From an optimization exercise on the open Yosys and OpenROAD flow, aimed at small area, a short achievable clock period and few clock cycles; shortcuts taken in it are not production practice.
Function was checked by simulation only, so behaviour that the tests miss may differ from the original.
No activity file was given, so power comes from the tool's default toggle rates.

==> design/flow/design.v <==
module regfile
(
    input  logic        clk,
    input  logic        async_rst_n,
    input  logic        write_enable,    
    input  logic [4:0]  write_addr,
    input  logic [31:0] write_data,
    input  logic [4:0]  rs1_addr,
    input  logic [4:0]  rs2_addr,
    output logic [31:0] rs1_data,
    output logic [31:0] rs2_data
);
    logic [31:0] rf [1:31];
    logic [31:0] written;    
    genvar i;
    generate
        for (i = 1; i < 32; i = i + 1) begin : g_reg
            always_ff @(posedge clk) begin
                if (write_enable && write_addr == i)
                    rf[i] <= write_data;
            end
            always_ff @(posedge clk or negedge async_rst_n) begin
                if (!async_rst_n)
                    written[i] <= 1'b0;
                else if (write_enable && write_addr == i)
                    written[i] <= 1'b1;
            end
        end
    endgenerate
    assign written[0] = 1'b0;
    logic [31:0] sel1, sel2;
    always_comb begin
        for (int k = 0; k < 32; k++) begin
            sel1[k] = (rs1_addr == k) && written[k];
            sel2[k] = (rs2_addr == k) && written[k];
        end
    end
    always_comb begin
        rs1_data = '0;
        rs2_data = '0;
        for (int k = 1; k < 32; k++) begin
            rs1_data = rs1_data | ({32{sel1[k]}} & rf[k]);
            rs2_data = rs2_data | ({32{sel2[k]}} & rf[k]);
        end
    end
endmodule
module ks_add
#(
    parameter int W = 32
)
(
    input  logic [W-1:0] a,
    input  logic [W-1:0] b,
    input  logic         cin,
    output logic [W-1:0] sum,
    output logic         cout
);
    localparam int L = $clog2(W);
    logic [W-1:0] g [0:L];
    logic [W-1:0] p [0:L];
    logic [W-1:0] p0;
    assign p0 = a ^ b;
    always_comb begin
        g[0] = a & b;
        p[0] = p0;
        g[0][0] = (a[0] & b[0]) | (p0[0] & cin);
        for (int l = 0; l < L; l++) begin
            for (int i = 0; i < W; i++) begin
                if (i >= (1 << l)) begin
                    g[l+1][i] = g[l][i] | (p[l][i] & g[l][i - (1 << l)]);
                    p[l+1][i] = p[l][i] & p[l][i - (1 << l)];
                end
                else begin
                    g[l+1][i] = g[l][i];
                    p[l+1][i] = p[l][i];
                end
            end
        end
    end
    assign sum[0] = p0[0] ^ cin;
    always_comb begin
        for (int i = 1; i < W; i++) sum[i] = p0[i] ^ g[L][i-1];
    end
    assign cout = g[L][W-1];
endmodule
module br_cond
(
    input  logic [31:0] p,
    input  logic [31:0] q,
    input  logic [2:0]  f3,
    output logic        c
);
    always_comb begin
        if (!f3[2])     c = p == q;
        else if (f3[1]) c = p < q;
        else            c = $signed(p) < $signed(q);
    end
endmodule
module core
#(
    parameter PC_WIDTH = 32,
    parameter DATA_WIDTH = 32
)
(
    input  logic        clk,
    input  logic        async_rst_n,
    output logic [PC_WIDTH-1:0]   PC_F,
    input  logic [DATA_WIDTH-1:0] instruction,
    output logic                  write_enable,
    output logic [DATA_WIDTH-1:0] addr,
    output logic [DATA_WIDTH-1:0] data_to_dmem,
    output logic [3:0]            byte_enablers,
    input  logic [DATA_WIDTH-1:0] data_from_dmem
);
    localparam int R_SUM  = 0;
    localparam int R_XOR  = 1;
    localparam int R_OR   = 2;
    localparam int R_AND  = 3;
    localparam int R_SH   = 4;
    localparam int R_SLT  = 5;
    localparam int R_SLTU = 6;
    localparam int R_X    = 7;
    logic        stall_F;
    logic        redirect_E;
    logic [31:2] redirect_pc_E;
    logic        rw_E, ld_E;
    logic [4:0]  rd_E;
    logic        rw_M;
    logic [4:0]  rd_M;
    logic [31:0] res_M, wb_next;
    logic [31:2] pc_q;
    assign PC_F = {pc_q, 2'b00};
    logic [31:0] ir;
    assign ir = instruction;
    logic [4:0] rd_F, rs1_F, rs2_F;
    logic [2:0] f3_F;
    assign rd_F  = ir[11:7];
    assign f3_F  = ir[14:12];
    assign rs1_F = ir[19:15];
    assign rs2_F = ir[24:20];
    logic is_lui, is_auipc, is_jal, is_jalr, is_br, is_load, is_store, is_opimm, is_op;
    assign is_lui   = ir[6:2] == 5'b01101;
    assign is_auipc = ir[6:2] == 5'b00101;
    assign is_jal   = ir[6:2] == 5'b11011;
    assign is_jalr  = ir[6:2] == 5'b11001;
    assign is_br    = ir[6:2] == 5'b11000;
    assign is_load  = ir[6:2] == 5'b00000;
    assign is_store = ir[6:2] == 5'b01000;
    assign is_opimm = ir[6:2] == 5'b00100;
    assign is_op    = ir[6:2] == 5'b01100;
    logic pred_F;
    assign pred_F = is_jal || (is_br && ir[31]);
    logic [31:2] f_imm;
    always_comb begin
        if (!ir[2])
            f_imm = {{19{ir[31]}}, ir[31], ir[7], ir[30:25], ir[11:9]};
        else if (ir[3])
            f_imm = {{11{ir[31]}}, ir[31], ir[19:12], ir[20], ir[30:22]};
        else
            f_imm = {ir[31:12], 10'b0};
    end
    logic [31:2] f_target, f_seq, f_alt;
    ks_add #(.W(30)) f_add (.a(pc_q), .b(f_imm), .cin(1'b0), .sum(f_target), .cout());
    assign f_seq = pc_q + 30'd1;
    assign f_alt = ((is_br && !ir[31]) || is_auipc) ? f_target : f_seq;
    logic        take_t;
    logic [31:2] pc_hold_seq, pc_next;
    assign take_t      = pred_F && !stall_F;
    assign pc_hold_seq = stall_F ? pc_q : f_seq;
    assign pc_next = ({30{redirect_E}} & redirect_pc_E)
                   | ({30{!redirect_E && take_t}} & f_target)
                   | ({30{!redirect_E && !take_t}} & pc_hold_seq);
    always_ff @(posedge clk or negedge async_rst_n) begin
        if (!async_rst_n) pc_q <= '0;
        else              pc_q <= pc_next;
    end
    logic use1, use2, rw_F;
    assign use1 = is_jalr || is_br || is_load || is_store || is_opimm || is_op;
    assign use2 = is_br || is_store || is_op;
    assign rw_F = (is_lui || is_auipc || is_jal || is_jalr || is_load || is_opimm || is_op) && (rd_F != 5'd0);
    logic [7:0] rsel_F;
    logic       sub_F;
    always_comb begin
        rsel_F = '0;
        sub_F  = 1'b0;
        if (is_op || is_opimm) begin
            case (f3_F)
                3'd0: rsel_F[R_SUM]  = 1'b1;
                3'd2: rsel_F[R_SLT]  = 1'b1;
                3'd3: rsel_F[R_SLTU] = 1'b1;
                3'd4: rsel_F[R_XOR]  = 1'b1;
                3'd6: rsel_F[R_OR]   = 1'b1;
                3'd7: rsel_F[R_AND]  = 1'b1;
                default: rsel_F[R_SH] = 1'b1;
            endcase
            sub_F = (is_op && f3_F == 3'd0 && ir[30]) || f3_F == 3'd2 || f3_F == 3'd3;
        end
        else if (is_lui || is_auipc || is_jal || is_jalr)
            rsel_F[R_X] = 1'b1;
        else begin
            rsel_F[R_SUM] = 1'b1;           
            sub_F = is_br;                  
        end
    end
    logic [31:0] rf1, rf2;
    regfile rf_i
    (
        .clk(clk),
        .async_rst_n(async_rst_n),
        .write_enable(rw_M),
        .write_addr(rd_M),
        .write_data(wb_next),
        .rs1_addr(rs1_F),
        .rs2_addr(rs2_F),
        .rs1_data(rf1),
        .rs2_data(rf2)
    );
    logic hit1_M, hit2_M;
    assign hit1_M = rw_M && rd_M == rs1_F;
    assign hit2_M = rw_M && rd_M == rs2_F;
    logic [31:0] imm_I, imm_S, imm_U;
    assign imm_I = {{20{ir[31]}}, ir[31:20]};
    assign imm_S = {{20{ir[31]}}, ir[31:25], ir[11:7]};
    assign imm_U = {ir[31:12], 12'b0};
    logic b_reg;                        
    assign b_reg = is_op || is_br || is_store;
    logic [31:0] a_F, b_F, x_F;
    always_comb begin
        a_F = ({32{hit1_M}} & wb_next)
            | ({32{!hit1_M}} & rf1);
        b_F = ({32{b_reg && hit2_M}} & wb_next)
            | ({32{b_reg && !hit2_M}} & rf2)
            | ({32{!b_reg}} & imm_I);
        x_F = ({32{is_store}} & imm_S)
            | ({32{is_lui}} & imm_U)
            | ({32{!is_store && !is_lui}} & {f_alt, 2'b00});
    end
    assign stall_F = ld_E && ((use1 && rd_E == rs1_F) || (use2 && rd_E == rs2_F));
    logic m1, m2;
    assign m1 = rw_E && rd_E == rs1_F;
    assign m2 = rw_E && rd_E == rs2_F;
    logic k_F;
    assign k_F = f3_F[0] ^ pred_F;
    logic go_F;
    assign go_F = !stall_F && !redirect_E;
    logic        st_E, br_E, jalr_E;
    logic [31:0] a_E, b_E, x_E;
    logic [7:0]  rsel_E;
    logic        sub_E, sra_E, left_E, k_E;
    logic [2:0]  f3_E;
    logic        fa_M, fb_M, ob_M, ob_E, ob_X;
    always_ff @(posedge clk or negedge async_rst_n) begin
        if (!async_rst_n) begin
            rw_E   <= 1'b0;
            ld_E   <= 1'b0;
            st_E   <= 1'b0;
            br_E   <= 1'b0;
            jalr_E <= 1'b0;
        end
        else begin
            rw_E   <= go_F && rw_F;
            ld_E   <= go_F && is_load && (rd_F != 5'd0);
            st_E   <= go_F && is_store;
            br_E   <= go_F && is_br;
            jalr_E <= go_F && is_jalr;
        end
    end
    always_ff @(posedge clk) begin
        rd_E   <= rd_F;
        a_E    <= a_F;
        b_E    <= b_F;
        x_E    <= x_F;
        rsel_E <= rsel_F;
        sub_E  <= sub_F;
        sra_E  <= ir[30];
        left_E <= !f3_F[2];
        k_E    <= k_F;
        f3_E   <= f3_F;
        fa_M   <= use1 && m1;
        fb_M   <= b_reg && m2;
        ob_M   <= b_reg && m2 && !is_store;
        ob_E   <= !(b_reg && m2) && !is_store;
        ob_X   <= is_store;
    end
    logic [31:0] a, b;
    assign a = fa_M ? res_M : a_E;
    logic [31:0] bo;
    assign b  = fb_M ? res_M : b_E;
    assign bo = ({32{ob_M}} & res_M) | ({32{ob_E}} & b_E) | ({32{ob_X}} & x_E);
    logic [31:0] sum;
    logic        cout;
    ks_add #(.W(32)) e_add (.a(a), .b(sub_E ? ~bo : bo), .cin(sub_E), .sum(sum), .cout(cout));
    logic lt, ltu;
    assign ltu = !cout;
    assign lt  = ltu ^ a[31] ^ bo[31];
    logic [31:0] sh_in, sh_out, sh;
    always_comb begin
        for (int k = 0; k < 32; k++) sh_in[k] = left_E ? a[31-k] : a[k];
    end
    assign sh_out = 32'($signed({sra_E && !left_E && a[31], sh_in}) >>> bo[4:0]);
    always_comb begin
        for (int k = 0; k < 32; k++) sh[k] = left_E ? sh_out[31-k] : sh_out[k];
    end
    logic [31:0] result_E;
    always_comb begin
        result_E = ({32{rsel_E[R_SUM]}}  & sum)
                 | ({32{rsel_E[R_XOR]}}  & (a ^ bo))
                 | ({32{rsel_E[R_OR]}}   & (a | bo))
                 | ({32{rsel_E[R_AND]}}  & (a & bo))
                 | ({32{rsel_E[R_SH]}}   & sh)
                 | ({32{rsel_E[R_SLT]}}  & {31'b0, lt})
                 | ({32{rsel_E[R_SLTU]}} & {31'b0, ltu})
                 | ({32{rsel_E[R_X]}}    & x_E);
    end
    logic c_EE, c_ME, c_EM, c_MM, cond;
    br_cond cmp_EE (.p(a_E),   .q(b_E),   .f3(f3_E), .c(c_EE));
    br_cond cmp_ME (.p(res_M), .q(b_E),   .f3(f3_E), .c(c_ME));
    br_cond cmp_EM (.p(a_E),   .q(res_M), .f3(f3_E), .c(c_EM));
    assign c_MM = !f3_E[2];             
    always_comb begin
        case ({fa_M, fb_M})
            2'b00: cond = c_EE;
            2'b10: cond = c_ME;
            2'b01: cond = c_EM;
            default: cond = c_MM;
        endcase
    end
    assign redirect_E    = (br_E && (cond ^ k_E)) || jalr_E;
    assign redirect_pc_E = jalr_E ? sum[31:2] : x_E[31:2];
    logic [31:0] sd_E;
    logic [3:0]  be_E;
    always_comb begin
        case (f3_E[1:0])
            2'd0: begin
                sd_E = {4{b[7:0]}};
                be_E = 4'b0001 << sum[1:0];
            end
            2'd1: begin
                sd_E = {2{b[15:0]}};
                be_E = sum[1] ? 4'b1100 : 4'b0011;
            end
            default: begin
                sd_E = b;
                be_E = 4'b1111;
            end
        endcase
    end
    logic        ld_M, we_M;
    logic [2:0]  f3_M;
    logic [31:0] sd_M;
    logic [3:0]  be_M;
    always_ff @(posedge clk or negedge async_rst_n) begin
        if (!async_rst_n) begin
            rw_M <= 1'b0;
            ld_M <= 1'b0;
            we_M <= 1'b0;
        end
        else begin
            rw_M <= rw_E;
            ld_M <= ld_E;
            we_M <= st_E;
        end
    end
    always_ff @(posedge clk) begin
        rd_M  <= rd_E;
        f3_M  <= f3_E;
        res_M <= result_E;
        sd_M  <= sd_E;
        be_M  <= be_E;
    end
    assign write_enable  = we_M;
    assign addr          = res_M;
    assign data_to_dmem  = sd_M;
    assign byte_enablers = be_M;
    logic [7:0]  ld_byte;
    logic [15:0] ld_half;
    logic [31:0] ld_data;
    always_comb begin
        case (res_M[1:0])
            2'd0: ld_byte = data_from_dmem[7:0];
            2'd1: ld_byte = data_from_dmem[15:8];
            2'd2: ld_byte = data_from_dmem[23:16];
            default: ld_byte = data_from_dmem[31:24];
        endcase
        ld_half = res_M[1] ? data_from_dmem[31:16] : data_from_dmem[15:0];
        case (f3_M)
            3'd0: ld_data = {{24{ld_byte[7]}}, ld_byte};
            3'd1: ld_data = {{16{ld_half[15]}}, ld_half};
            3'd4: ld_data = {24'b0, ld_byte};
            3'd5: ld_data = {16'b0, ld_half};
            default: ld_data = data_from_dmem;
        endcase
    end
    assign wb_next = ld_M ? ld_data : res_M;
endmodule
==> design/flow/flow/run.sh <==
#!/bin/bash
set -euo pipefail
mapfile -t ARGS < flow/make_args
bash standard.sh "${ARGS[@]}" finish > standard_flow.log 2>&1
==> design/flow/flow/make_args <==
SETUP_SLACK_MARGIN=5.5
CTS_ARGS=-sink_clustering_enable -repair_clock_nets -dont_use_dummy_load -buf_list sky130_fd_sc_hd__clkbuf_16 -sink_clustering_size 25 -sink_clustering_max_diameter 60
==> design/flow/standard.sh <==
#!/bin/bash
# synth_recipe.tcl (not shown) runs the flow's synth.tcl, then flattens the netlist and writes it again
# the make line also repeats each setting of config.mk as NAME=value (left out here)
make -C /OpenROAD-flow-scripts/flow DESIGN_CONFIG=/design/flow/config.mk WORK_HOME=/design/flow/orfs CLKGATE_MAP_FILE= SYNTH_SCRIPT=/design/flow/synth_recipe.tcl "${@:-finish}"
==> design/flow/config.mk <==
export PLATFORM = sky130hd
export DESIGN_NAME = core
export DESIGN_NICKNAME = core
export VERILOG_FILES = /design/flow/design.v
export SDC_FILE = /design/flow/constraint.sdc
export NUM_CORES = 8
export LEC_CHECK = 0
export CAP_MARGIN = 20
export CORE_MARGIN = 2
export CORE_UTILIZATION = 40
export SLEW_MARGIN = 20
==> design/flow/constraint.sdc <==
create_clock -name core_clock -period 10.0 [get_ports {clk}]
set_input_delay 2.0000 -clock core_clock [delete_from_list [all_inputs] [get_ports {clk}]]
set_output_delay 2.0000 -clock core_clock [all_outputs]
set_load 0.01 [all_outputs]
==> results by group, run 1 <==
Run status
  – Outcome: finished clean

Worst setup path
  – Required time of the critical path: roughly 11 ns
  – Worst R2R Setup Slack: roughly 5.6 ns
  – Worst r2r path cells: 18
  – Start-to-end type of the worst setup path: primary input to flop
  – Critical path arrival: between 5 and 6 ns
  – Kind of capture point of the worst setup path: flop
  – Reg-to-reg critical path startpoint: ob_E
  – Launching element type of the critical path: primary input
  – Endpoint of the lowest-slack register-to-register path: pc_q[31]
  – Crit Path Max Fanout: 27

Place
  – HPWL Detailed: between 150,000 and 200,000 microns
  – Quantity of I/O buffers inserted on ports: 162
  – Post-place instance area: 68,100 sq um
  – Global placement routability congestion: around 1

Yosys
  – Most used standard cells in the synthesized netlist: edfxtp_1, clkbuf_1, a22oi_1
  – Sequential cell area fraction in the yosys report: 55.8%
  – Area share of the largest cell type after synthesis: 46.8%
  – Share of synthesized flip-flops with an asynchronous set or reset: between 5 and 6%
  – EDFF count, synth: 992
  – Commonest register cell after synthesis: edfxtp_1
  – Gate Count Post-Synth: 5,499
  – Syn. warnings: 11
  – Flip-flop and latch count after synthesis: 1,258
  – Cell area after synthesis: between 60,000 and 70,000 sq um
  – Library cells used by synthesis: between 80 and 90
  – Dominant cells by area after synthesis: edfxtp_1, dfxtp_1, ha_1
  – Dominant cell by count in the synthesized netlist: edfxtp_1
  – Cell taking the most area after synthesis: edfxtp_1
  – Post-Synthesis Mean Instance Area: 11.6 sq um

Timing
  – Total Neg Setup Slack: 0 ns
  – Tcrit/Tclk final: a little under half
  – Clock period minus worst slack: 4.74 ns
  – Pin slew with the least headroom to its limit: 1.23 ns
  – F_max: 0.211 GHz
  – Headroom to the max-slew limit: 17.4%
  – RSZ-0062 raised after global routing: true
  – Fin. max-slew vios: 0
  – Hold Slack: about 0.35 ns
  – Final hold violations: 0
  – Final setup vio count: 0
  – Clock Skews: 0.147 ns

Detailed routing
  – Number of DRC markers after the initial detailed-route iteration: 12,594
  – Drt wl/cell: 41.9 microns
  – DR vias/cell: 7.46
  – Total via count after detailed routing: approximately 57,000
  – Total detailed-routing wirelength: about 320,000 microns
  – First-pass detailed-route iteration total: 12
  – Detail Route Antenna Nets: 0
  – Drt drc: 0

Cells and area
  – Signed area change from the synthesized netlist to the final layout: 13.2%
  – Final standard cell area without fillers: 72,000 sq um
  – Number of nets in the finished design: 5,838
  – End-of-flow core utilization: roughly 46%
  – Fraction of final layout cells with drive strength greater than 1: 13.0%
  – Fill cell instance count of the final layout: 14,371

Global route
  – Met2 routing resource usage after global routing: 54.6%
  – Met1 track demand over resource: 45.7%
  – Global router's overall resource usage: approximately 38%
  – Layer with the highest usage after global routing: met2
  – Antenna violations before repair: 13
  – Global-route wire length before repair: 427,000 microns
  – Largest net degree at the start of global routing: 70
  – GR Util met3: 14.8%
  – Via count of the first global-routing pass: 52,195
  – Residual overflow from global routing: 0

Floorplanning
  – Die Ht: around 400 microns
  – IO Pins: about 170
  – CORE AREA: approximately 160,000 sq um
  – Effective utilization at floorplan: 40.2%
  – Die area: 162,000 sq um
  – Num rows: 146
  – Horizontal die dimension: 403 microns

CTS
  – Clock edge transition at the registers on the reported setup and hold paths: approximately 0.050 ns
  – Maximum buffer depth of the clock tree: 3
  – CTS Root Buffer Type: clkbuf_16
  – Insertion delay of the later-clocked pin in the worst-skew pair: 0.78 ns
  – H-tree depth: 3
  – Number of buffers created by CTS: 104
  – TritonCTS clock tree: done
  – Number of sinks on the clock net: 1,258

Run
  – Maximum capacitance violations: 0

Hold path
  – Hold Path Stages: 0
  – Hold Path Sink: we_M
  – Startpoint of the lowest-slack hold path: st_E
  – Classification of the worst-slack hold path: flop to flop

Pwr
  – Power density normalized to cell area: between 150 and 200 nW/um^2
  – Leakage power figure: 25.6 nW
  – VDD IR max: 0.000145 V
==> layer usage <==
metal | up-vias | wire length, microns
met5 | - | 251
met1 | 27438 | 107000
met2 | 5818 | 131000
met3 | 1698 | 50900
li1 | 21903 | -
met4 | 19 | 30800
==> state kept, by name, summed over array words and instances, names as in the netlist, 3 cells and up <==
register,count
sd_M,32
rf_i.written,31
rsel_E,8
rf_i.rf,992
b_E,32
x_E,32
rd_M,5
a_E,32
f3_M,3
rd_E,5
res_M,32
pc_q,30
f3_E,3
be_M,4
==> worst max-delay path by stage <==
| stage | startpoint | to | slack, ns | cells after the start |
|---|---|---|---|---|
| floorplan | instruction[2] | pc_q[30] | 4.92 | 18 |
| global placement | instruction[2] | x_E[31] | 3.22 | 17 |
| detailed placement | instruction[2] | pc_q[30] | 3.15 | 17 |
| CTS | instruction[2] | x_E[31] | 5.44 | 17 |
| global route | data_from_dmem[31] | b_E[16] | 5.37 | 11 |
| finish | instruction[17] | a_E[16] | 5.26 | 9 |
==> cell usage in the layout (no fill, tap or decap), types with 68 or more instances in the layout <==
cell type | netlist | final
a21oi_1 | 280 | 267
a22o_1 | 291 | 291
clkbuf_16 | 0 | 105
buf_4 | 8 | 196
edfxtp_1 | 992 | 992
dfxtp_1 | 197 | 185
a221oi_1 | 300 | 300
ha_1 | 221 | 213
inv_1 | 161 | 157
nor2_1 | 311 | 262
nand3_1 | 160 | 156
clkdlybuf4s50_1 | 0 | 134
a22oi_1 | 345 | 345
nand4_1 | 114 | 114
a222oi_1 | 92 | 92
nand2_1 | 311 | 310
dfrtp_1 | 69 | 68
xnor2_1 | 86 | 84
o21ai_0 | 248 | 219
mux2i_1 | 85 | 82
==> cells by family (layout without fill, tap and decap cells) <==
kind of cell / Yosys count / count (layout) / share of synthesized area, %
adders and majority gates: 223 / 223 / 4.41
other: 1 / 10 / 0.00590
muxes: 137 / 137 / 2.75
xor gates and xnor gates: 139 / 139 / 1.93
buffers and inverters: 609 / 652 / 3.67
and+or+nand+nor: 1243 / 1246 / 9.37
AOI/OAI and AO/OA: 1889 / 1890 / 22.1
DFF: 1258 / 1258 / 55.8
==> report_power, final <==
part	internal, W	total [W]	switching, W
logic	0.00134	0.00370	0.00235
clock network	0.00182	0.00365	0.00183
registers	0.00631	0.00693	0.000626
==> final cells by class <==
type                       instances  area [sq um]  area share [%]
multi-input combinational       3637         27300            37.8
inverter                         165           639           0.888
tap                             2072          2590            3.60
timing repair inverter             1          8.76          0.0122
clock buffer                     104          2600            3.61
antenna                            8          20.0          0.0278
timing repair buffer             382          3430            4.76
sequential                      1258         35500            49.3
==> worst max-delay path, cell delays in order <==
cell             delay (ns)
clkdlybuf4s15_2        0.38
nor3b_1                0.70
and3_2                 0.52
buf_4                  0.76
a22o_1                 0.26
a221oi_1               0.06
nand4_1                0.16
nor3_2                 0.10
a21oi_1                0.30
==> repair_timing <==
action,in CTS,in global routing
setup buffers,22,10
resized for setup,241,94
endpoints found under the setup margin,275,83
pin swaps,18,24
hold endpoints to repair,0,0
hold buffers,0,0
gates cloned,3,6
==> metrics by stage <==
stage | power, W | setup WS (ns) | cells
after floorplan | 0.00870 | 4.92 | 5500
after global placement | 0.0104 | 3.22 | 7473
after detailed placement | 0.0104 | 3.15 | 7474
after CTS | 0.0140 | 5.44 | 7603
after global routing | 0.0146 | 5.37 | 7619
final | 0.0143 | 5.26 | 7627
Testbench counts, summed over its fixed seeds: cycles 58,520.
==> run 2, diff against run 1 <==
==> design/flow/flow/make_args (replaced) <==
SETUP_SLACK_MARGIN=6.0
CTS_ARGS=-sink_clustering_enable -repair_clock_nets -dont_use_dummy_load -buf_list sky130_fd_sc_hd__clkbuf_16 -sink_clustering_size 25 -sink_clustering_max_diameter 60
--- a/design/flow/config.mk
+++ b/design/flow/config.mk
@@ -7,5 +7,6 @@
 export LEC_CHECK = 0
 export CAP_MARGIN = 20
 export CORE_MARGIN = 2
-export CORE_UTILIZATION = 40
+export CORE_UTILIZATION = 60
+export PLACE_DENSITY = 0.75
 export SLEW_MARGIN = 20
==> run 2 against run 1 <==
Clock skew is 0.012 ns higher. Still clean. Critical path type unchanged. Register-to-register slack better by 0.35 ns. Flip-flop and latch count stayed put.
==> results by group, run 2 <==
Timing
  – Final setup vio count: 0 (unchanged)
  – RSZ-0062 raised after global routing: true
  – Fin. max-slew vios: 0 (unchanged)
  – Final setup slack of the worst path: 5.73 ns (+0.475 ns)
  – Clock Skews: 0.158 ns (+0.0118 ns)
  – Total Neg Setup Slack: 0 ns (unchanged)
  – Clock period minus worst slack: 4.27 ns (-0.475 ns)
  – Hold Slack: 0.366 ns (+0.0199 ns)
  – Final hold violations: 0 (unchanged)
  – Tcrit/Tclk final: 42.7% (-4.8 points)
  – F_max: 0.234 GHz (+11%)
  – Headroom to the max-slew limit: 16.7% (-0.74 points)
  – Pin slew with the least headroom to its limit: 1.25 ns (+0.0157 ns)

Yosys
  – Syn. warnings: 11 (unchanged)
  – Dominant cells by area after synthesis: edfxtp_1, dfxtp_1, ha_1
  – Sequential cell area fraction in the yosys report: 55.8% (unchanged)
  – Library cells used by synthesis: 87 (unchanged)
  – Share of synthesized flip-flops with an asynchronous set or reset: 5.48% (unchanged)
  – Area share of the largest cell type after synthesis: 46.8% (unchanged)
  – Dominant cell by count in the synthesized netlist: edfxtp_1
  – Most used standard cells in the synthesized netlist: edfxtp_1, clkbuf_1, a22oi_1
  – Cell taking the most area after synthesis: edfxtp_1
  – Post-Synthesis Mean Instance Area: 11.6 sq um (unchanged)
  – Gate Count Post-Synth: 5,499 (unchanged)
  – Flip-flop and latch count after synthesis: 1,258 (unchanged)
  – Cell area after synthesis: 63,600 sq um (unchanged)
  – Commonest register cell after synthesis: edfxtp_1
  – EDFF count, synth: 992 (unchanged)

Detailed routing
  – Total via count after detailed routing: 61,469 (+8.1%)
  – Drt drc: 0 (unchanged)
  – DR vias/cell: 8.61 (+15%)
  – Total detailed-routing wirelength: 321,000 microns (+0.34%)
  – Detail Route Antenna Nets: 0 (unchanged)
  – First-pass detailed-route iteration total: 17 (+5)
  – Number of DRC markers after the initial detailed-route iteration: 17,048 (+35%)
  – Drt wl/cell: 44.9 microns (+7.2%)

Floorplanning
  – Die area: 109,000 sq um (-33%)
  – Num rows: 119 (-18%)
  – CORE AREA: 105,000 sq um (-33%)
  – Horizontal die dimension: 330 microns (-18%)
  – Effective utilization at floorplan: 60.4% (+20 points)
  – Die Ht: 330 microns (-18%)
  – IO Pins: 167 (unchanged)

Worst setup path
  – Crit Path Max Fanout: 4 (-85%)
  – Required time of the critical path: 10.63 ns (+0.10 ns)
  – Start-to-end type of the worst setup path: primary input to flop
  – Launching element type of the critical path: primary input
  – Critical path arrival: 4.90 ns (-0.38 ns)
  – Kind of capture point of the worst setup path: flop

Cells and area
  – Commonest non-fill, non-tap cell in the layout: edfxtp_1
  – Fraction of final layout cells with drive strength greater than 1: 19.5% (+6.5 points)
  – Most used cells in the layout excluding fill and tap cells: edfxtp_1, a22oi_1, nand2_1
  – Signed area change from the synthesized netlist to the final layout: 18.1%
  – Final standard cell area without fillers: 75,100 sq um (+4.3%)
  – Largest register FFs: 992 (unchanged)
  – Fill cell instance count of the final layout: 7,156 (-50%)
  – Number of nets in the finished design: 6,008 (+2.9%)
  – Register with the highest flop count: rf_i.rf

CTS
  – Hold bufs inserted after CTS: 0 (unchanged)
  – H-tree depth: 3 (unchanged)
  – Maximum buffer depth of the clock tree: 3 (unchanged)
  – Clock edge transition at the registers on the reported setup and hold paths: 0.08 ns (+0.03 ns)
  – Number of sinks on the clock net: 1,258 (unchanged)
  – Number of buffers created by CTS: 97 (-6.7%)
  – Insertion delay of the later-clocked pin in the worst-skew pair: 0.81 ns (+0.03 ns)
  – TritonCTS clock tree: done
  – CTS Root Buffer Type: clkbuf_16

Hold path
  – Classification of the worst-slack hold path: flop to flop

Global route
  – Global router's overall resource usage: 55.7% (+18 points)
  – Via count of the first global-routing pass: 54,983 (+5.3%)
  – Residual overflow from global routing: 0 (unchanged)
  – Antenna violations before repair: 23 (+10)
  – Global-route wire length before repair: 420,000 microns (-1.6%)
  – Largest net degree at the start of global routing: 70 (unchanged)

Run
  – Maximum capacitance violations: 0 (unchanged)

Place
  – Global placement routability congestion: 1.09 (+7.1%)
  – Quantity of I/O buffers inserted on ports: 162 (unchanged)
  – HPWL Detailed: 168,000 microns (-11%)
  – Placement Setup Slack: 3.37 ns (+0.223 ns)
  – Post-place instance area: 67,100 sq um (-1.5%)

Pwr
  – VDD IR max: 0.000179 V (+24%)
  – Power density normalized to cell area: 196 nW/um^2 (-1.1%)
  – Leakage power figure: 27.2 nW (+6.0%)

Run status
  – Outcome: finished clean
run 2: cell counts after synthesis:
No cell type changed its count.
run 2: routing by layer:
| layer | share of wire (%) | track usage, % | vias to the layer above | routed length, microns |
|---|---|---|---|---|
| met4 | 13 | 47.8 | 40 | 42700 |
| met5 | 0.39 | 7.61 | - | 1260 |
| met1 | 29 | 62.0 | 28577 | 93300 |
| met3 | 19 | 32.2 | 2940 | 61500 |
| met2 | 38 | 75.3 | 7601 | 122000 |
| li1 | - | - | 22311 | - |
run 2: worst paths after layout:
path,from,to,slack (ns),cells past startpoint
setup / recovery,instruction[9],pc_q[30],5.73,17
hold / removal,st_E,we_M,0.37,0
setup reg to reg,b_E[6],pc_q[29],5.90,14
hold reg to reg,st_E,we_M,0.37,0
max in group asynchronous,async_rst_n,pc_q[7],7.84,1
min in group asynchronous,async_rst_n,we_M,1.41,1
run 2: logic make-up after synthesis:
kind of cell | Yosys count | share of synthesized area [%]
buf+inv | 609 | 3.67
fa+ha+maj | 223 | 4.41
mux | 137 | 2.75
compound gates | 1889 | 22.1
simple gates | 1243 | 9.37
flops | 1258 | 55.8
other cells | 1 | 0.00590
xor+xnor | 139 | 1.93
run 2: where the power goes:
| group | leakage [nW] | internal (W) | switching (W) |
|---|---|---|---|
| combinational | 14.5 | 0.00167 | 0.00258 |
| sequential | 11.5 | 0.00631 | 0.000676 |
| clock | 1.20 | 0.00170 | 0.00180 |
| total | 27.2 | 0.00968 | 0.00505 |
run 2: layout make-up:
class | count | area, sq um | share of cell area (%)
multi-input combinational | 3654 | 28700 | 38.2
clock buffer | 97 | 2430 | 3.23
timing repair inverter | 2 | 20.0 | 0.0266
sequential | 1258 | 35600 | 47.3
tap | 1391 | 1740 | 2.32
timing repair buffer | 541 | 5940 | 7.90
antenna | 30 | 75.1 | 0.0999
inverter | 165 | 707 | 0.941
run 2: timing repair:
| item | 4_1_cts | 5_1_grt |
|---|---|---|
| buffers inserted | 123 | 73 |
| pin swaps | 119 | 138 |
| gates resized for setup | 557 | 305 |
| setup endpoints to repair | 893 | 425 |
| gates cloned | 28 | 20 |
run 2: worst max-delay path, cell delays in order:
cell and delay (ns):
buf_8 0.09, inv_4 0.04, o21ai_4 0.15, ha_4 0.16
inv_2 0.04, fa_2 0.36, nand2b_4 0.15, a21o_1 0.19
a21oi_4 0.19, a31oi_4 0.15, o41a_1 0.39, a21oi_2 0.17
o21ai_1 0.09, nand2b_1 0.11, xnor2_2 0.10, a2111oi_2 0.33
a221o_1 0.15
run 2: stage by stage:
| step | cells | power [W] | utilization [%] |
|---|---|---|---|
| floorplan | 5500 | 0.00873 | - |
| global placement | 6765 | 0.0102 | 63.7 |
| detailed placement | 6767 | 0.0103 | 63.7 |
| CTS | 7015 | 0.0141 | 69.2 |
| global route | 7119 | 0.0150 | 71.3 |
| finish | 7138 | 0.0147 | 71.4 |
==> run 3, diff against run 2 <==
==> design/flow/flow/make_args (replaced) <==
SETUP_SLACK_MARGIN=6.25
CTS_ARGS=-sink_clustering_enable -repair_clock_nets -dont_use_dummy_load -buf_list sky130_fd_sc_hd__clkbuf_16 -sink_clustering_size 25 -sink_clustering_max_diameter 60
==> run 3 against run 2 <==
Maximum frequency down 4.1%. Flip-flop and latch count unchanged. Hold slack worse by 0.0058 ns. Worst setup slack worse by 0.18 ns. Cell count increased by 2.1%. Via count grew 2.2%. Routed wire length grew 3.3%. Synthesized cell count unchanged. Area after synthesis unchanged. Critical endpoint is now pc_q[28].
==> results by group, run 3 <==
Cells and area
  – Largest register FFs: 992 (unchanged)
  – Register with the highest flop count: rf_i.rf
  – End-of-flow core utilization: 74.1% (+2.7 points)
  – Number of nets in the finished design: 6,155 (+2.4%)
  – Fill cell instance count of the final layout: 6,760 (-5.5%)
  – Signed area change from the synthesized netlist to the final layout: 22.7%
  – Fraction of final layout cells with drive strength greater than 1: 24.5% (+5.1 points)
  – Commonest non-fill, non-tap cell in the layout: edfxtp_1
  – Flip-flop and latch area: 35,700 sq um (+0.37%)
  – Most used cells in the layout excluding fill and tap cells: edfxtp_1, a22oi_1, buf_4
  – Combined area of the multi-input logic cells: 29,700 sq um (+3.6%)

CTS
  – TritonCTS clock tree: done
  – Number of buffers created by CTS: 98 (+1.0%)
  – Maximum buffer depth of the clock tree: 3 (unchanged)
  – Number of sinks on the clock net: 1,258 (unchanged)
  – Clock edge transition at the registers on the reported setup and hold paths: 0.09 ns (about the same)
  – Hold bufs inserted after CTS: 0 (unchanged)
  – Insertion delay of the later-clocked pin in the worst-skew pair: 0.79 ns (-0.02 ns)
  – H-tree depth: 3 (unchanged)
  – CTS Root Buffer Type: clkbuf_16

Yosys
  – Dominant cells by area after synthesis: edfxtp_1, dfxtp_1, ha_1
  – Flip-flop and latch count after synthesis: 1,258 (unchanged)
  – Most used standard cells in the synthesized netlist: edfxtp_1, clkbuf_1, a22oi_1
  – Cell area after synthesis: 63,600 sq um (unchanged)
  – Share of synthesized flip-flops with an asynchronous set or reset: 5.48% (unchanged)
  – Library cells used by synthesis: 87 (unchanged)
  – Sequential cell area fraction in the yosys report: 55.8% (unchanged)
  – Commonest register cell after synthesis: edfxtp_1
  – EDFF count, synth: 992 (unchanged)
  – Syn. warnings: 11 (unchanged)
  – Post-Synthesis Mean Instance Area: 11.6 sq um (unchanged)
  – Dominant cell by count in the synthesized netlist: edfxtp_1
  – Cell taking the most area after synthesis: edfxtp_1
  – Gate Count Post-Synth: 5,499 (unchanged)
  – Area share of the largest cell type after synthesis: 46.8% (unchanged)

Timing
  – Tcrit/Tclk final: 44.5% (+1.8 points)
  – F_max: 0.225 GHz (-4.1%)
  – Pin slew with the least headroom to its limit: 1.22 ns (-0.0252 ns)
  – Total Neg Setup Slack: 0 ns (unchanged)
  – Hold Slack: 0.360 ns (-0.00583 ns)
  – Headroom to the max-slew limit: 18.3% (+1.7 points)
  – Final hold violations: 0 (unchanged)
  – Final setup vio count: 0 (unchanged)
  – RSZ-0062 raised after global routing: true
  – Clock period minus worst slack: 4.45 ns (+0.183 ns)
  – Clock Skews: 0.158 ns (-0.000383 ns)
  – Fin. max-slew vios: 0 (unchanged)

Detailed routing
  – Total detailed-routing wirelength: 331,000 microns (+3.3%)
  – Total via count after detailed routing: 62,818 (+2.2%)
  – DR vias/cell: 8.62 (about the same)
  – First-pass detailed-route iteration total: 23 (+6)
  – Drt wl/cell: 45.4 microns (+1.1%)
  – Detail Route Antenna Nets: 0 (unchanged)
  – Number of DRC markers after the initial detailed-route iteration: 17,462 (+2.4%)
  – Drt drc: 0 (unchanged)

Worst setup path
  – Crit Path Max Fanout: 8 (+4)
  – Cell occurring most often along the worst timing path: a211oi_2
  – Launching element type of the critical path: primary input
  – Start-to-end type of the worst setup path: primary input to flop
  – Critical path arrival: 4.99 ns (+0.09 ns)
  – Biggest cell delay along the critical path: 0.33 ns (-0.06 ns)
  – CP top delay family: compound AO/OA/AOI/OAI gates
  – Required time of the critical path: 10.54 ns (-0.09 ns)
  – CP cell instances: buf_16, nor2b_4, buf_8, nor2b_4, buf_4, a21o_1, ha_2, or3_4, a211oi_2, a22oi_2, nand2_1, o41a_1, nand2b_1, a211oi_2, nor2_4, a211oi_2, nor3_1, a311o_1
  – Kind of capture point of the worst setup path: flop
  – Worst-path cell with the longest stage delay: or3_4
  – Buffers & Inverters on Critical Path: 3 (unchanged)

Pwr
  – VDD IR max: 0.000217 V (+21%)
  – Leakage power figure: 28.4 nW (+4.5%)
  – Power density normalized to cell area: 195 nW/um^2 (-0.62%)
  – Power consumption: 0.0152 W (+3.2%)

Hold path
  – Classification of the worst-slack hold path: flop to flop

Global route
  – Largest net degree at the start of global routing: 70 (unchanged)
  – Residual overflow from global routing: 0 (unchanged)
  – Via count of the first global-routing pass: 55,335 (+0.64%)
  – Antenna violations before repair: 20 (-13%)
  – Global router's overall resource usage: 56.9% (+1.2 points)
  – Global-route wire length before repair: 426,000 microns (+1.5%)

Floorplanning
  – Num rows: 119 (unchanged)
  – Die Ht: 330 microns (unchanged)
  – CORE AREA: 105,000 sq um (unchanged)
  – Effective utilization at floorplan: 60.4% (unchanged)
  – IO Pins: 167 (unchanged)
  – Horizontal die dimension: 330 microns (unchanged)
  – Die area: 109,000 sq um (unchanged)

Run
  – Maximum capacitance violations: 0 (unchanged)

Place
  – Global placement routability congestion: 1.05 (-4.0%)
  – Quantity of I/O buffers inserted on ports: 162 (unchanged)
  – HPWL Detailed: 171,000 microns (+1.6%)

Run status
  – Outcome: finished clean
run 3: kinds of logic (layout without fill, tap and decap cells):
| group | Yosys count | after routing | share of synthesized area (%) |
|---|---|---|---|
| compound gates | 1889 | 1897 | 22.1 |
| xor+xnor | 139 | 139 | 1.93 |
| fa+ha+maj | 223 | 223 | 4.41 |
| buf+inv | 609 | 951 | 3.67 |
| flops | 1258 | 1258 | 55.8 |
| mux | 137 | 137 | 2.75 |
| other cells | 1 | 35 | 0.00590 |
| simple gates | 1243 | 1257 | 9.37 |
run 3: timing repair:
action                                  CTS  global route
endpoints found under the setup margin  964           417
gates resized for setup                 818           417
gates cloned                             35            20
setup buffers                           168           171
pin swaps                               130           212
run 3: metrics by stage:
| step | worst slack, ns | cell area [sq um] | std cells |
|---|---|---|---|
| finish | 5.55 | 78000 | 7288 |
| global route | 5.49 | 77900 | 7262 |
| CTS | 5.70 | 74400 | 7064 |
| detailed placement | 3.18 | 67300 | 6763 |
| global placement | 3.26 | 67300 | 6763 |
| floorplan | 4.92 | 64600 | 5500 |
run 3: final cells by class:
class | instances | share of cell area [%]
antenna | 33 | 0.106
clock buffer | 98 | 3.14
inverter | 165 | 0.935
multi-input combinational | 3655 | 38.1
sequential | 1258 | 45.7
tap | 1391 | 2.23
timing repair buffer | 685 | 9.74
timing repair inverter | 3 | 0.0321
run 3: path summary, 6_finish.rpt:
path,slack [ns],startpoint,end,cells after the start
max reg2reg,5.88,b_E[13],pc_q[22],15
min,0.36,st_E,we_M,0
min reg2reg,0.36,st_E,we_M,0
max,5.55,instruction[2],pc_q[28],18
min in group asynchronous,1.45,async_rst_n,we_M,1
max in group asynchronous,7.73,async_rst_n,pc_q[7],1
run 3: layer usage:
layer  part of all wire [%]  up-vias  GRT usage [%]  wire length, microns
met3                     19     3145           31.8                 62800
met4                     14       71           51.0                 45400
met5                   0.60        -           4.43                  1990
met2                     38     7892           77.3                125000
met1                     29    29070           62.9                 95500
li1                       -    22640              -                     -
run 3: power breakdown:
| group | internal (W) | total (W) | switching [W] |
|---|---|---|---|
| clock network | 0.00172 | 0.00352 | 0.00181 |
| registers | 0.00634 | 0.00699 | 0.000645 |
| logic | 0.00190 | 0.00469 | 0.00279 |
==> run 4, diff against run 3 <==
==> design/flow/flow/make_args (replaced) <==
SETUP_SLACK_MARGIN=5.75
CTS_ARGS=-sink_clustering_enable -repair_clock_nets -dont_use_dummy_load -buf_list sky130_fd_sc_hd__clkbuf_16 -sink_clustering_size 25 -sink_clustering_max_diameter 60
--- a/design/flow/config.mk
+++ b/design/flow/config.mk
@@ -7,6 +7,6 @@
 export LEC_CHECK = 0
 export CAP_MARGIN = 20
 export CORE_MARGIN = 2
-export CORE_UTILIZATION = 60
-export PLACE_DENSITY = 0.75
+export CORE_UTILIZATION = 50
+export PLACE_DENSITY = 0.7
 export SLEW_MARGIN = 20
==> run 4 against run 3 <==
Flip-flop and latch count did not move. Via count down 5.5%. Area after synthesis stayed put. Maximum frequency decreased by 2.4%. Largest power group unchanged. Core utilization is 16 points lower. Hold slack got worse by 0.0025 ns. Synthesized cell count stayed put. Largest cell class unchanged.
==> results by group, run 4 <==
Run status
  – Outcome: finished clean

Timing
  – Tcrit/Tclk final: 45.6% (+1.1 points)
  – RSZ-0062 raised after global routing: true
  – F_max: 0.219 GHz (-2.4%)
  – Final hold violations: 0 (unchanged)
  – Total Neg Setup Slack: 0 ns (unchanged)
  – Clock period minus worst slack: 4.56 ns (+0.109 ns)
  – Pin slew with the least headroom to its limit: 1.29 ns (+0.0653 ns)
  – Fin. max-slew vios: 0 (unchanged)
  – Final setup vio count: 0 (unchanged)
  – Final setup slack of the worst path: 5.44 ns (-0.109 ns)
  – Clock Skews: 0.145 ns (-0.0129 ns)
  – Headroom to the max-slew limit: 14.0% (-4.4 points)

Cells and area
  – Most used cells in the layout excluding fill and tap cells: edfxtp_1, a22oi_1, nand2_1
  – Number of standard cells in the final layout excluding fillers: 7,302 (+0.19%)
  – Number of nets in the finished design: 5,927 (-3.7%)
  – Signed area change from the synthesized netlist to the final layout: 15.1%
  – Register with the highest flop count: rf_i.rf
  – Largest register FFs: 992 (unchanged)
  – Fraction of final layout cells with drive strength greater than 1: 15.9% (-8.7 points)
  – Commonest non-fill, non-tap cell in the layout: edfxtp_1

Worst setup path
  – Critical path arrival: 5.22 ns (+0.23 ns)
  – Buffers & Inverters on Critical Path: 2 (-1)
  – Crit Path Max Fanout: 16 (+8)
  – CP top delay family: simple AND/OR/NAND/NOR gates
  – Required time of the critical path: 10.66 ns (+0.12 ns)
  – Worst-path cell with the longest stage delay: and3_2
  – Biggest cell delay along the critical path: 1.20 ns (+0.87 ns)
  – CP cell instances: dlygate4sd2_1, buf_6, nor3b_2, and3_2, a222oi_1, nand4_1, nor3_4, a21oi_1
  – Start-to-end type of the worst setup path: primary input to flop
  – Launching element type of the critical path: primary input
  – Kind of capture point of the worst setup path: flop

CTS
  – Clock edge transition at the registers on the reported setup and hold paths: 0.09 ns (about the same)
  – TritonCTS clock tree: done
  – Insertion delay of the later-clocked pin in the worst-skew pair: 0.77 ns (-0.02 ns)
  – Maximum buffer depth of the clock tree: 3 (unchanged)
  – Hold bufs inserted after CTS: 0 (unchanged)
  – H-tree depth: 3 (unchanged)
  – CTS Root Buffer Type: clkbuf_16
  – Number of buffers created by CTS: 95 (-3.1%)
  – Number of sinks on the clock net: 1,258 (unchanged)

Pwr
  – Power Internal: 0.00953 W (-4.4%)
  – VDD IR max: 0.000161 V (-26%)
  – Power density normalized to cell area: 198 nW/um^2 (+1.8%)
  – Leakage power figure: 26.3 nW (-7.4%)
  – Sequential group share of total power: 47.4% (+1.4 points)
  – Share of power burned in combinational logic: 28.7% (-2.2 points)
  – Portion of total power attributed to the clock network: 23.8% (+0.6 points)
  – Proportion of total power due to net switching: 34.4% (about the same)
  – Psw: 0.00500 W (-4.5%)

Yosys
  – Most used standard cells in the synthesized netlist: edfxtp_1, clkbuf_1, a22oi_1
  – EDFF count, synth: 992 (unchanged)
  – Dominant cell by count in the synthesized netlist: edfxtp_1
  – Cell area after synthesis: 63,600 sq um (unchanged)
  – Gate Count Post-Synth: 5,499 (unchanged)
  – Commonest register cell after synthesis: edfxtp_1
  – Post-Synthesis Mean Instance Area: 11.6 sq um (unchanged)
  – Area share of the largest cell type after synthesis: 46.8% (unchanged)
  – Syn. warnings: 11 (unchanged)
  – Dominant cells by area after synthesis: edfxtp_1, dfxtp_1, ha_1
  – Library cells used by synthesis: 87 (unchanged)
  – Cell taking the most area after synthesis: edfxtp_1
  – Flip-flop and latch count after synthesis: 1,258 (unchanged)
  – Sequential cell area fraction in the yosys report: 55.8% (unchanged)
  – Share of synthesized flip-flops with an asynchronous set or reset: 5.48% (unchanged)

Global route
  – Via count of the first global-routing pass: 53,533 (-3.3%)
  – Global-route wire length before repair: 419,000 microns (-1.6%)
  – Largest net degree at the start of global routing: 70 (unchanged)
  – Global router's overall resource usage: 46.1% (-11 points)
  – Antenna violations before repair: 21 (+5.0%)
  – Residual overflow from global routing: 0 (unchanged)

Floorplanning
  – CORE AREA: 126,000 sq um (+20%)
  – Num rows: 130 (+9.2%)
  – Die Ht: 361 microns (+9.4%)
  – Effective utilization at floorplan: 50.5% (-9.9 points)
  – Die area: 130,000 sq um (+20%)
  – IO Pins: 167 (unchanged)
  – Horizontal die dimension: 361 microns (+9.4%)

Detailed routing
  – Total detailed-routing wirelength: 318,000 microns (-4.0%)
  – DR vias/cell: 8.13 (-5.7%)
  – Number of DRC markers after the initial detailed-route iteration: 15,696 (-10%)
  – Drt wl/cell: 43.5 microns (-4.2%)
  – Total via count after detailed routing: 59,353 (-5.5%)
  – Drt drc: 0 (unchanged)
  – First-pass detailed-route iteration total: 15 (-35%)
  – Detail Route Antenna Nets: 0 (unchanged)

Place
  – Global placement routability congestion: 1.08 (+3.1%)
  – Placement Setup Slack: 3.30 ns (+0.120 ns)
  – Placed Cells incl. Taps: 7,041 (+4.1%)
  – HPWL Detailed: 177,000 microns (+3.7%)
  – Quantity of I/O buffers inserted on ports: 162 (unchanged)

Hold path
  – Classification of the worst-slack hold path: flop to flop

Run
  – Maximum capacitance violations: 0 (unchanged)
[run 4: metrics by stage]
step	util, %	hold slack (ns)	total power [W]	instance area [sq um]
after floorplan	-	0.329	0.00872	63900
after CTS	56.7	0.359	0.0139	71400
after global routing	58.1	0.361	0.0148	73200
after detailed placement	53.7	0.343	0.0104	67500
after global placement	53.7	0.334	0.0103	67500
final	58.2	0.358	0.0145	73200
[run 4: layout make-up]
class                           count  area [sq um]
Antenna cell                       16          40.0
Inverter                          165           657
Sequential cell                  1258         35500
Timing Repair inverter              1          8.76
Clock buffer                       95          2380
Tap cell                         1650          2060
Multi-Input combinational cell   3647         27900
Timing Repair Buffer              470          4680
Fill cell                       10179         52700
[run 4: worst paths after layout]
check / start / end / slack, ns / cells after the start
min in group asynchronous: async_rst_n / rf_i.written[14] / 1.48 / 1
max in group asynchronous: async_rst_n / ld_M / 7.84 / 1
hold / removal: st_E / we_M / 0.36 / 0
setup / recovery: instruction[17] / a_E[4] / 5.44 / 8
setup reg to reg: fa_M / res_M[8] / 5.70 / 12
hold reg to reg: st_E / we_M / 0.36 / 0
[run 4: power by group through the flow]
stage          sequential [W]  combinational (W)  clock, W
5_1_grt               0.00686            0.00433   0.00360
4_1_cts               0.00683            0.00368   0.00341
2_1_floorplan         0.00673            0.00198         0
3_3_place_gp          0.00694            0.00339         0
6_report              0.00689            0.00417   0.00346
3_5_place_dp          0.00694            0.00344         0
[run 4: layer usage]
| layer | GRT usage [%] | share of wire, % |
|---|---|---|
| met2 | 63.7 | 39 |
| met5 | 3.03 | 0.39 |
| met3 | 24.8 | 19 |
| met1 | 53.3 | 31 |
| met4 | 34.7 | 11 |
[run 4: cell families (layout without fill, tap and decap cells)]
| family | count (synthesis) | count (layout) | share of synthesized area, % |
|---|---|---|---|
| buf+inv | 609 | 731 | 3.67 |
| xor+xnor | 139 | 139 | 1.93 |
| compound gates | 1889 | 1889 | 22.1 |
| simple gates | 1243 | 1257 | 9.37 |
| flops | 1258 | 1258 | 55.8 |
| mux | 137 | 137 | 2.75 |
| fa+ha+maj | 223 | 223 | 4.41 |
| other cells | 1 | 18 | 0.00590 |
[run 4: repair_timing]
action / CTS / global route
resized for setup: 345 / 230
setup buffers: 38 / 87
pin swaps: 43 / 80
gates cloned: 16 / 9
setup endpoints to repair: 724 / 219
==> run 5, diff against run 4 <==
==> design/flow/flow/make_args (replaced) <==
SETUP_SLACK_MARGIN=6.0
CTS_ARGS=-sink_clustering_enable -repair_clock_nets -dont_use_dummy_load -buf_list sky130_fd_sc_hd__clkbuf_16 -sink_clustering_size 25 -sink_clustering_max_diameter 60
--- a/design/flow/config.mk
+++ b/design/flow/config.mk
@@ -7,6 +7,6 @@
 export LEC_CHECK = 0
 export CAP_MARGIN = 20
 export CORE_MARGIN = 2
-export CORE_UTILIZATION = 50
-export PLACE_DENSITY = 0.7
+export CORE_UTILIZATION = 65
+export PLACE_DENSITY = 0.8
 export SLEW_MARGIN = 20
==> run 5 against run 4 <==
Clock-buffer cell count down 2. Non-clock buffer count is 8 lower. Maximum frequency rose by 3.7%. Still clean on timing, DRC and antenna. Largest cell class unchanged. Hold slack worse by 0.0045 ns. Final area shrank 0.26%. Power decreased by 0.55%. Sequential power is 1% higher. Worst setup slack gained 0.16 ns. Die area is 23% lower. Area after synthesis did not move. Largest power group unchanged. Clock skew decreased by 0.00065 ns. Critical endpoint is now b_E[16]. Flip-flop and latch count stayed put.
==> results by group, run 5 <==
Detailed routing
  – Total detailed-routing wirelength: 301,000 microns (-5.3%)
  – Total via count after detailed routing: 60,169 (+1.4%)
  – DR vias/cell: 8.69 (+6.9%)
  – First-pass detailed-route iteration total: 22 (+7)
  – Detail Route Antenna Nets: 0 (unchanged)
  – Number of DRC markers after the initial detailed-route iteration: 16,848 (+7.3%)
  – Drt drc: 0 (unchanged)
  – Drt wl/cell: 43.5 microns (-0.11%)

Worst setup path
  – CP top delay family: simple AND/OR/NAND/NOR gates
  – Source of the critical timing path: instruction[20]
  – Required time of the critical path: 10.51 ns (-0.15 ns)
  – CP cell instances: buf_8, nor3_1, and3_4, buf_4, a22o_1, a221oi_1, nand4_1, nor3_2, nand2_1, o21ai_0, o21ai_0
  – Cell occurring most often along the worst timing path: o21ai_0
  – Worst-path cell with the longest stage delay: and3_4
  – Launching element type of the critical path: primary input
  – Reg-to-reg critical path startpoint: b_E[5]
  – Buffers & Inverters on Critical Path: 2 (unchanged)
  – Crit Path Max Fanout: 19 (+3)
  – Biggest cell delay along the critical path: 0.63 ns (-0.57 ns)
  – Critical path arrival: 4.91 ns (-0.31 ns)
  – Start-to-end type of the worst setup path: primary input to flop
  – Kind of capture point of the worst setup path: flop

Run status
  – Outcome: finished clean

Yosys
  – Cell area after synthesis: 63,600 sq um (unchanged)
  – Sequential cell area fraction in the yosys report: 55.8% (unchanged)
  – Most used standard cells in the synthesized netlist: edfxtp_1, clkbuf_1, a22oi_1
  – Dominant cell by count in the synthesized netlist: edfxtp_1
  – Syn. warnings: 11 (unchanged)
  – Gate Count Post-Synth: 5,499 (unchanged)
  – Post-Synthesis Mean Instance Area: 11.6 sq um (unchanged)
  – Area share of the largest cell type after synthesis: 46.8% (unchanged)
  – Share of synthesized flip-flops with an asynchronous set or reset: 5.48% (unchanged)
  – Commonest register cell after synthesis: edfxtp_1
  – EDFF count, synth: 992 (unchanged)
  – Flip-flop and latch count after synthesis: 1,258 (unchanged)
  – Cell taking the most area after synthesis: edfxtp_1
  – Library cells used by synthesis: 87 (unchanged)
  – Dominant cells by area after synthesis: edfxtp_1, dfxtp_1, ha_1

Cells and area
  – Most used cells in the layout excluding fill and tap cells: edfxtp_1, a22oi_1, nand2_1
  – Fill cell instance count of the final layout: 6,158 (-40%)
  – Fraction of final layout cells with drive strength greater than 1: 16.9% (+1.0 points)
  – Commonest non-fill, non-tap cell in the layout: edfxtp_1
  – Number of nets in the finished design: 5,920 (-0.12%)
  – Largest register FFs: 992 (unchanged)
  – Register with the highest flop count: rf_i.rf
  – End-of-flow core utilization: 75.4% (+17 points)
  – Final standard cell area without fillers: 73,000 sq um (-0.26%)
  – Signed area change from the synthesized netlist to the final layout: 14.8%

CTS
  – Number of buffers created by CTS: 93 (-2.1%)
  – TritonCTS clock tree: done
  – Insertion delay of the later-clocked pin in the worst-skew pair: 0.79 ns (+0.02 ns)
  – CTS Root Buffer Type: clkbuf_16
  – H-tree depth: 3 (unchanged)
  – Clock edge transition at the registers on the reported setup and hold paths: 0.07 ns (-0.02 ns)
  – Maximum buffer depth of the clock tree: 3 (unchanged)
  – Number of sinks on the clock net: 1,258 (unchanged)

Floorplanning
  – Num rows: 114 (-12%)
  – Horizontal die dimension: 317 microns (-12%)
  – IO Pins: 167 (unchanged)
  – Die Ht: 317 microns (-12%)
  – Die area: 100,000 sq um (-23%)
  – CORE AREA: 96,900 sq um (-23%)
  – Effective utilization at floorplan: 65.7% (+15 points)

Timing
  – Clock Skews: 0.144 ns (-0.000652 ns)
  – Final hold violations: 0 (unchanged)
  – Fin. max-slew vios: 0 (unchanged)
  – Tcrit/Tclk final: 44.0% (-1.6 points)
  – Headroom to the max-slew limit: 21.5% (+7.5 points)
  – F_max: 0.227 GHz (+3.7%)
  – Clock period minus worst slack: 4.40 ns (-0.161 ns)
  – Total Neg Setup Slack: 0 ns (unchanged)
  – Pin slew with the least headroom to its limit: 1.17 ns (-0.117 ns)
  – RSZ-0062 raised after global routing: true
  – Final setup vio count: 0 (unchanged)

Run
  – Maximum capacitance violations: 0 (unchanged)

Global route
  – Global-route wire length before repair: 406,000 microns (-3.2%)
  – Antenna violations before repair: 18 (-14%)
  – Global router's overall resource usage: 58.1% (+12 points)
  – Largest net degree at the start of global routing: 70 (unchanged)
  – Via count of the first global-routing pass: 55,248 (+3.2%)
  – Residual overflow from global routing: 0 (unchanged)

Pwr
  – VDD IR max: 0.000208 V (+29%)
  – Power density normalized to cell area: 198 nW/um^2 (-0.28%)
  – Power Internal: 0.00954 W (+0.10%)
  – Psw: 0.00491 W (-1.8%)
  – Share of power burned in combinational logic: 28.1% (-0.6 points)
  – Leakage power figure: 26.3 nW (+0.16%)
  – Proportion of total power due to net switching: 34.0% (-0.43 points)
  – Sequential group share of total power: 48.3% (+0.9 points)
  – Portion of total power attributed to the clock network: 23.6% (-0.2 points)

Hold path
  – Classification of the worst-slack hold path: flop to flop
  – Startpoint of the lowest-slack hold path: st_E

Place
  – HPWL Detailed: 163,000 microns (-7.8%)
  – Quantity of I/O buffers inserted on ports: 162 (unchanged)
  – Post-place instance area: 66,900 sq um (-0.92%)
  – Global placement routability congestion: 1.09 (+0.74%)
run 5: final cells by class:
type / count / area (sq um) / area share, %
clock buffers: 93 / 2330 / 3.19
repair inverters: 1 / 8.76 / 0.0120
diodes: 19 / 47.5 / 0.0651
repair buffers: 462 / 4650 / 6.36
well taps: 1276 / 1600 / 2.19
multi-input cells: 3650 / 28200 / 38.6
flip-flops and latches: 1258 / 35500 / 48.7
inverters: 165 / 679 / 0.930
run 5: path summary, 6_finish.rpt:
| check | end | slack, ns | cells after the start |
|---|---|---|---|
| worst max-delay path | b_E[16] | 5.60 | 11 |
| max in group asynchronous | ld_M | 7.84 | 1 |
| worst min register to register | we_M | 0.35 | 0 |
| worst max register to register | pc_q[22] | 5.91 | 15 |
| worst min-delay path | we_M | 0.35 | 0 |
| min in group asynchronous | rf_i.written[1] | 1.42 | 1 |
run 5: timing repair:
| action | CTS | global route |
|---|---|---|
| endpoints found under the setup margin | 632 | 522 |
| hold buffers | 0 | 0 |
| resized for setup | 466 | 230 |
| buffers inserted | 67 | 64 |
| pin swaps | 79 | 85 |
| cloned | 21 | 9 |
run 5: stage by stage:
stage	power [W]	cells	setup slack (ns)	hold slack (ns)
2_1_floorplan	0.00873	5500	4.92	0.329
3_3_place_gp	0.0102	6651	3.34	0.335
3_5_place_dp	0.0102	6651	3.25	0.336
4_1_cts	0.0138	6832	5.72	0.352
5_1_grt	0.0147	6911	5.58	0.358
6_report	0.0145	6924	5.60	0.353
run 5: logic make-up after synthesis:
kind of cell	count (synthesis)	synth area share, %
buf+inv	609	3.67
simple gates	1243	9.37
flops	1258	55.8
mux	137	2.75
compound gates	1889	22.1
other cells	1	0.00590
fa+ha+maj	223	4.41
xor+xnor	139	1.93
run 5: power by group through the flow:
stage,clock network (W),registers (W),logic [W]
2_1_floorplan,0,0.00673,0.00200
3_3_place_gp,0,0.00700,0.00317
3_5_place_dp,0,0.00700,0.00323
4_1_cts,0.00332,0.00691,0.00359
5_1_grt,0.00349,0.00695,0.00424
6_report,0.00340,0.00699,0.00406
run 5: layer usage:
layer  vias up  part of all wire, %  track usage [%]
li1      22104                    -                -
met1     27500                   29             64.4
met5         -                 0.76             11.9
met3      2993                   19             34.1
met2      7511                   38             77.9
met4        61                   13             50.2
==> run 6, diff against run 5 <==
--- a/design/flow/config.mk
+++ b/design/flow/config.mk
@@ -7,6 +7,6 @@
 export LEC_CHECK = 0
 export CAP_MARGIN = 20
 export CORE_MARGIN = 2
-export CORE_UTILIZATION = 65
-export PLACE_DENSITY = 0.8
+export CORE_UTILIZATION = 55
+export PLACE_DENSITY = 0.72
 export SLEW_MARGIN = 20
==> run 6 against run 5 <==
Clock-buffer cell count up 4. Cell count up 5.0%. Area after synthesis unchanged. Synthesized cell count unchanged. Register-to-register slack worse by 0.09 ns. Flip-flop and latch count unchanged. Routed wire length up 6.2%. Global-route usage down 6.8 points. Clock power up 3%. Highest routed layer unchanged.
==> results by group, run 6 <==
Floorplanning
  – Effective utilization at floorplan: 55.5% (-10 points)
  – Num rows: 124 (+8.8%)
  – Die Ht: 344 microns (+8.6%)
  – IO Pins: 167 (unchanged)
  – Die area: 118,000 sq um (+18%)
  – CORE AREA: 115,000 sq um (+18%)
  – Horizontal die dimension: 344 microns (+8.6%)

Cells and area
  – Largest register FFs: 992 (unchanged)
  – Final standard cell area without fillers: 75,300 sq um (+3.1%)
  – Register with the highest flop count: rf_i.rf
  – Most used cells in the layout excluding fill and tap cells: edfxtp_1, a22oi_1, nand2_1
  – Fraction of final layout cells with drive strength greater than 1: 19.7% (+2.8 points)
  – Number of standard cells in the final layout excluding fillers: 7,272 (+5.0%)
  – Number of nets in the finished design: 6,029 (+1.8%)
  – Signed area change from the synthesized netlist to the final layout: 18.4%
  – Commonest non-fill, non-tap cell in the layout: edfxtp_1
  – End-of-flow core utilization: 65.8% (-9.6 points)

Worst setup path
  – Critical path arrival: 5.15 ns (+0.24 ns)
  – CP cell instances: buf_8, buf_12, buf_8, buf_6, o21ai_4, ha_4, a21o_1, a21o_1, a221o_1, a31oi_4, buf_4, o21ai_2, a21oi_2, o21a_1, xnor2_2, o311a_1, a221o_1
  – CP top delay family: compound AO/OA/AOI/OAI gates
  – Buffers & Inverters on Critical Path: 5 (+3)
  – Start-to-end type of the worst setup path: primary input to flop
  – Endpoint of the lowest-slack register-to-register path: pc_q[25]
  – Worst r2r path cells: 13 (-2)
  – Biggest cell delay along the critical path: 0.36 ns (-0.27 ns)
  – Reg-to-reg critical path startpoint: b_E[21]
  – Required time of the critical path: 10.55 ns (+0.04 ns)
  – Kind of capture point of the worst setup path: flop
  – Worst-path cell with the longest stage delay: a221o_1
  – Worst R2R Setup Slack: 5.82 ns (-0.09 ns)
  – Instance count on the critical path: 17 (+6)
  – Crit Path Max Fanout: 5 (-14)
  – Launching element type of the critical path: primary input

Yosys
  – Dominant cell by count in the synthesized netlist: edfxtp_1
  – Commonest register cell after synthesis: edfxtp_1
  – Area share of the largest cell type after synthesis: 46.8% (unchanged)
  – Gate Count Post-Synth: 5,499 (unchanged)
  – Cell area after synthesis: 63,600 sq um (unchanged)
  – Dominant cells by area after synthesis: edfxtp_1, dfxtp_1, ha_1
  – Share of synthesized flip-flops with an asynchronous set or reset: 5.48% (unchanged)
  – Post-Synthesis Mean Instance Area: 11.6 sq um (unchanged)
  – Flip-flop and latch count after synthesis: 1,258 (unchanged)
  – Most used standard cells in the synthesized netlist: edfxtp_1, clkbuf_1, a22oi_1
  – Cell taking the most area after synthesis: edfxtp_1
  – Library cells used by synthesis: 87 (unchanged)
  – EDFF count, synth: 992 (unchanged)
  – Syn. warnings: 11 (unchanged)
  – Sequential cell area fraction in the yosys report: 55.8% (unchanged)

CTS
  – Clock edge transition at the registers on the reported setup and hold paths: 0.07 ns (about the same)
  – Hold bufs inserted after CTS: 0 (unchanged)
  – TritonCTS clock tree: done
  – Maximum buffer depth of the clock tree: 3 (unchanged)
  – H-tree depth: 3 (unchanged)
  – CTS Root Buffer Type: clkbuf_16
  – Insertion delay of the later-clocked pin in the worst-skew pair: 0.78 ns (about the same)
  – Number of sinks on the clock net: 1,258 (unchanged)
  – Number of buffers created by CTS: 97 (+4.3%)

Timing
  – Fin. max-slew vios: 0 (unchanged)
  – Final setup vio count: 0 (unchanged)
  – Pin slew with the least headroom to its limit: 1.14 ns (-0.0305 ns)
  – Tcrit/Tclk final: 46.0% (+2.0 points)
  – Final hold violations: 0 (unchanged)
  – Clock Skews: 0.145 ns (+0.000708 ns)
  – Clock period minus worst slack: 4.60 ns (+0.200 ns)
  – Headroom to the max-slew limit: 23.6% (+2.0 points)
  – Final setup slack of the worst path: 5.40 ns (-0.200 ns)
  – F_max: 0.217 GHz (-4.4%)
  – RSZ-0062 raised after global routing: true
  – Total Neg Setup Slack: 0 ns (unchanged)

Place
  – Quantity of I/O buffers inserted on ports: 162 (unchanged)
  – Placed Cells incl. Taps: 6,896 (+3.7%)
  – Post-place instance area: 67,300 sq um (+0.57%)
  – Placement Setup Slack: 3.58 ns (+0.332 ns)
  – Global placement routability congestion: 1.06 (-2.5%)
  – HPWL Detailed: 171,000 microns (+4.9%)

Detailed routing
  – Detail Route Antenna Nets: 0 (unchanged)
  – DR vias/cell: 8.30 (-4.5%)
  – Total detailed-routing wirelength: 320,000 microns (+6.2%)
  – Total via count after detailed routing: 60,365 (+0.33%)
  – First-pass detailed-route iteration total: 15 (-32%)
  – Drt wl/cell: 44.0 microns (+1.2%)
  – Number of DRC markers after the initial detailed-route iteration: 14,788 (-12%)
  – Drt drc: 0 (unchanged)

Hold path
  – Hold Path Stages: 0 (unchanged)
  – Classification of the worst-slack hold path: flop to flop
  – Startpoint of the lowest-slack hold path: st_E
  – Hold Path Sink: we_M

Global route
  – Via count of the first global-routing pass: 54,215 (-1.9%)
  – Residual overflow from global routing: 0 (unchanged)
  – Largest net degree at the start of global routing: 70 (unchanged)
  – Global-route wire length before repair: 421,000 microns (+3.8%)
  – Antenna violations before repair: 29 (+11)
  – Global router's overall resource usage: 51.4% (-6.8 points)

Run
  – Maximum capacitance violations: 0 (unchanged)

Pwr
  – Leakage power figure: 27.3 nW (+3.5%)
  – Power density normalized to cell area: 198 nW/um^2 (about the same)
  – VDD IR max: 0.000189 V (-8.8%)

Run status
  – Outcome: finished clean
==> run 6: cell types whose count changed in the layout (fill, tap and decap cells not counted), moves of 9 or more <==
cell and delta:
nand2_1 -10, nor3_4 +12, and3_4 +9, o21ai_0 -13, buf_6 +15, a221oi_2 +16
a221oi_1 -16, nand2_2 +9, buf_12 +24, buf_4 +52, clkbuf_16 +10
==> run 6: how the worst max path moves through the flow <==
stage	start	endpoint	slack (ns)
after floorplan	instruction[2]	pc_q[30]	4.92
final	instruction[2]	pc_q[24]	5.40
after detailed placement	instruction[3]	x_E[31]	3.58
after CTS	instruction[2]	pc_q[30]	5.54
after global routing	instruction[2]	pc_q[22]	5.30
after global placement	instruction[3]	x_E[31]	3.63
==> run 6: logic make-up (layout without fill, tap and decap cells) <==
| family | Yosys count | count (layout) | synth area share [%] |
|---|---|---|---|
| flops | 1258 | 1258 | 55.8 |
| compound gates | 1889 | 1891 | 22.1 |
| mux | 137 | 137 | 2.75 |
| xor+xnor | 139 | 139 | 1.93 |
| simple gates | 1243 | 1261 | 9.37 |
| buf+inv | 609 | 827 | 3.67 |
| fa+ha+maj | 223 | 223 | 4.41 |
| other cells | 1 | 24 | 0.00590 |
==> run 6: area by class of cell <==
cell class                      instances  area [sq um]
Fill cell                            8424         39200
Multi-Input combinational cell       3653         28700
Tap cell                             1512          1890
Clock buffer                           97          2430
Antenna cell                           22          55.1
Timing Repair Buffer                  563          5940
Timing Repair inverter                  2          20.0
Inverter                              165           699
Sequential cell                      1258         35600
==> run 6: routing by layer <==
metal | share of wire, % | track usage (%)
met1 | 30 | 58.4
met2 | 39 | 70.8
met3 | 19 | 26.7
met4 | 12 | 43.3
met5 | 0.20 | 3.25
==> run 6: repair_timing <==
action | in CTS | in global routing
buffers inserted | 108 | 105
setup endpoints to repair | 910 | 222
endpoints found under the hold margin | 0 | 0
resized for setup | 543 | 290
cloned | 25 | 18
pin swaps | 100 | 150
==> run 6: through the flow <==
step / hold WS [ns] / total power (W)
floorplan: 0.329 / 0.00873
finish: 0.382 / 0.0149
global route: 0.388 / 0.0152
detailed placement: 0.352 / 0.0103
global placement: 0.333 / 0.0103
CTS: 0.368 / 0.0141
==> run 6: where the power goes <==
part | switching (W) | internal [W]
Combinational | 0.00269 | 0.00179
Clock | 0.00180 | 0.00170
Sequential | 0.000631 | 0.00631

Setup slack of run 6, layout unchanged: 5.400 ns with ideal ports, 5.434 ns with driving cells assumed (clock clkbuf_16, inputs buf_2), 4.652 ns with port delays also shifted by the 0.781 ns mid clock arrival.
